This design comes from an exercise in tuning for small area and a short achievable clock period on the open sky130 flow, not from production work. Function was checked by simulation only, so behaviour that the tests miss may differ from the original.

==> build 18: inputs <==
Design SortTen, start of the top module:
module SortTen (clk,
 in0, in1, in2, in3, in4, in5, in6, in7, in8, in9,
 out0, out1, out2, out3, out4, out5, out6, out7, out8, out9);
 input clk;
 input [31:0] in0, in1, in2, in3, in4, in5, in6, in7, in8, in9;
 output reg [31:0] out0, out1, out2, out3, out4, out5, out6, out7, out8, out9;
 reg [31:0] a0, a1, a2, a3, a4, a5, a6, a7, a8, a9;
 always @(posedge clk) begin
  a0 <= in0; a1 <= in1; a2 <= in2; a3 <= in3; a4 <= in4;
  a5 <= in5; a6 <= in6; a7 <= in7; a8 <= in8; a9 <= in9;
 end
 wire [31:0] lo0, hi0;
 cas c0 (.a(a0), .b(a8), .lo(lo0), .hi(hi0));   
 wire [31:0] lo1, hi1;
 cas c1 (.a(a1), .b(a9), .lo(lo1), .hi(hi1));   
 wire [31:0] lo2, hi2;
 cas c2 (.a(a2), .b(a7), .lo(lo2), .hi(hi2));   
 wire [31:0] lo3, hi3;
 cas c3 (.a(a3), .b(a5), .lo(lo3), .hi(hi3));   
 wire [31:0] lo4, hi4;
 cas c4 (.a(a4), .b(a6), .lo(lo4), .hi(hi4));   
 wire [31:0] lo5, hi5;
 cas c5 (.a(lo0), .b(lo2), .lo(lo5), .hi(hi5));   
 wire [31:0] lo6, hi6;
 cas c6 (.a(lo1), .b(lo4), .lo(lo6), .hi(hi6));   
 wire [31:0] lo7, hi7;
 cas c7 (.a(hi3), .b(hi0), .lo(lo7), .hi(hi7));   
 wire [31:0] lo8, hi8;
 cas c8 (.a(hi2), .b(hi1), .lo(lo8), .hi(hi8));   
 wire [31:0] lo9, hi9;
 cas c9 (.a(lo5), .b(lo3), .lo(lo9), .hi(hi9));   
 wire [31:0] lo10, hi10;
  ...
==> module cas, before the edit <==
module cas (a, b, lo, hi);
 input [31:0] a, b;
 output [31:0] lo, hi;
 wire [32:0] gt, lt;
 assign gt[32] = 1'b0;
 assign lt[32] = 1'b0;
 genvar i;
 generate for (i = 31; i >= 0; i = i - 1) begin : g
  assign lo[i] = (a[i] | gt[i+1]) & (b[i] | lt[i+1]);
  assign hi[i] = (a[i] & ~lt[i+1]) | (b[i] & ~gt[i+1]);
  assign gt[i] = gt[i+1] | (a[i] & ~lo[i] & ~lt[i+1]);
  assign lt[i] = lt[i+1] | (b[i] & ~lo[i] & ~gt[i+1]);
 end endgenerate
endmodule
export LEC_CHECK = 0
export ABC_AREA = 1
export CAP_MARGIN = 20
export CORE_MARGIN = 2
export CORE_UTILIZATION = 55
export SLEW_MARGIN = 20
create_clock -name core_clock -period 110.0 [get_ports {clk}]
standard.sh (not shown) runs the stock make flow with config.mk's settings and CLKGATE_MAP_FILE= SYNTH_SCRIPT=/design/flow/synth_recipe.tcl, a recipe that flattens the netlist after the stock synthesis.
==> flow/flow/run.sh <==
#!/bin/bash
# Own layout flow: the standard flow (standard.sh), with two changes:
#  - synthesis maps the logic with ABC for least area (flow/abc_area.script)
#    rather than least delay; registers and their names are the standard
#    synthesis's, only the combinational mapping differs;
#  - the port buffers are the smallest buffer, sky130_fd_sc_hd__buf_1.
# Each step's output goes to a log file of its own in this folder.
set -euo pipefail
W=$PWD
rm -rf "$W/scripts_area"
cp -r "$FLOW_HOME/scripts" "$W/scripts_area"
cp "$W/flow/abc_area.script" "$W/scripts_area/abc_area.script"
bash standard.sh SCRIPTS_DIR="$W/scripts_area" ABC_AREA=1 synth > "$W/synth.log" 2>&1
bash standard.sh ABC_AREA=1 "BUFFER_PORTS_ARGS=-buffer_cell sky130_fd_sc_hd__buf_1" > "$W/layout.log" 2>&1
==> flow/flow/abc_area.script <==
strash
dc2
&get -n
&nf -a -R 1000
&put
topo
stime -c
==> inputs of trial 10, as changes to build 18 <==
--- a/flow/design.v
+++ b/flow/design.v
@@ -82,7 +82,7 @@
  generate for (i = 31; i >= 0; i = i - 1) begin : g
   assign lo[i] = (a[i] | gt[i+1]) & (b[i] | lt[i+1]);
   assign hi[i] = (a[i] & ~lt[i+1]) | (b[i] & ~gt[i+1]);
-  assign gt[i] = gt[i+1] | (a[i] & ~lo[i] & ~lt[i+1]);
-  assign lt[i] = lt[i+1] | (b[i] & ~lo[i] & ~gt[i+1]);
+  assign gt[i] = gt[i+1] | (a[i] & ~b[i] & ~lt[i+1]);
+  assign lt[i] = lt[i+1] | (b[i] & ~a[i] & ~gt[i+1]);
  end endgenerate
 endmodule
==> flow/flow/abc_area.script (replaced) <==
strash
&get -n
&dch
&nf -a -R 1000
&put
topo
stime -c
- CTS_CLUSTER_DIAMETER: not set -> 100
- CTS_CLUSTER_SIZE: not set -> 25
==> inputs of build 9, as changes to build 18 <==
--- a/flow/design.v
+++ b/flow/design.v
@@ -82,7 +82,7 @@
  generate for (i = 31; i >= 0; i = i - 1) begin : g
   assign lo[i] = (a[i] | gt[i+1]) & (b[i] | lt[i+1]);
   assign hi[i] = (a[i] & ~lt[i+1]) | (b[i] & ~gt[i+1]);
-  assign gt[i] = gt[i+1] | (a[i] & ~lo[i] & ~lt[i+1]);
-  assign lt[i] = lt[i+1] | (b[i] & ~lo[i] & ~gt[i+1]);
+  assign gt[i] = gt[i+1] | (a[i] & ~b[i] & ~lt[i+1]);
+  assign lt[i] = lt[i+1] | (b[i] & ~a[i] & ~gt[i+1]);
  end endgenerate
 endmodule
==> flow/flow/abc_area.script (replaced) <==
strash
amap
topo
stime -c
- CTS_CLUSTER_DIAMETER: not set -> 100
- CTS_CLUSTER_SIZE: not set -> 25
==> qor summary <==
	build 18	trial 10	build 9
DIE AREA	85,200 µm²	83,600 µm²	80,400 µm²
Number of antenna violations at the first check in global routing	30	27	25
Setup crit end	out6[13]	out7[5]	out8[10]
Number of clock buffers inserted by TritonCTS	58	36	30
Number of library cell types mapped by synthesis	46	46	14
Count of clock buffers in the final design	84	39	31
Critical path origin	out6[13]	out7[5]	out8[10]
Final HPWL from detailed placement	138,000 µm	141,000 µm	140,000 µm
Maximum level of the CTS H-tree	2	2	1
Cell area after placement	49,300 µm²	48,500 µm²	46,700 µm²
Reg2Reg Capture Point	out5[0]	out5[0]	out3[0]
Clock-pin slew on the worst setup and hold paths	70 ps	90 ps	90 ps
# Taps	1,070	1,060	1,040
Area share of the leading cell type in the synthesized netlist	28.1%	28.6%	29.8%
Minimum clock period	23,180 ps	23,120 ps	23,160 ps
Cell area after technology mapping	45,600 µm²	44,700 µm²	43,000 µm²
GR Layer Usage met1	47.8%	48.1%	44.2%
Number of diodes	10	19	6
Share of cells above drive strength 1	1.19%	0.704%	0.517%
Setup clock skew after layout	32.6 ps	39.9 ps	28.7 ps
Run status	timing/DRC/antenna clean	timing/DRC/antenna clean	timing/DRC/antenna clean
Non-CTS buffers	640	641	640

port drivers added, routing unchanged:
In the flow no input, the clock included, has a driving cell. The finished layouts below were timed again as built, in two steps.
Step 1 sets driving cells, clkbuf_16 on the clock port and buf_2 on the other inputs (assumed; they add their load-dependent delay and slew).
Step 2, shift: input delay + t, output delay - t, t = (earliest + latest rising clock arrival at the registers) / 2. This alone moves slack from input paths to output paths.
Three values: ideal ports, drivers, drivers and shift; two values: the first two.
| run | shift t [ns] | setup WS [ns] | cell pins on the clock port's net |
|---|---|---|---|
| build 18 | 0.706 | 86.823 / 86.753 / 87.460 | 1 |
| trial 10 | 0.678 | 86.877 / 86.805 / 87.483 | 1 |
| build 9 | 0.724 | 86.836 / 86.763 / 87.487 | 1 |
After both steps every run listed still meets setup and hold.
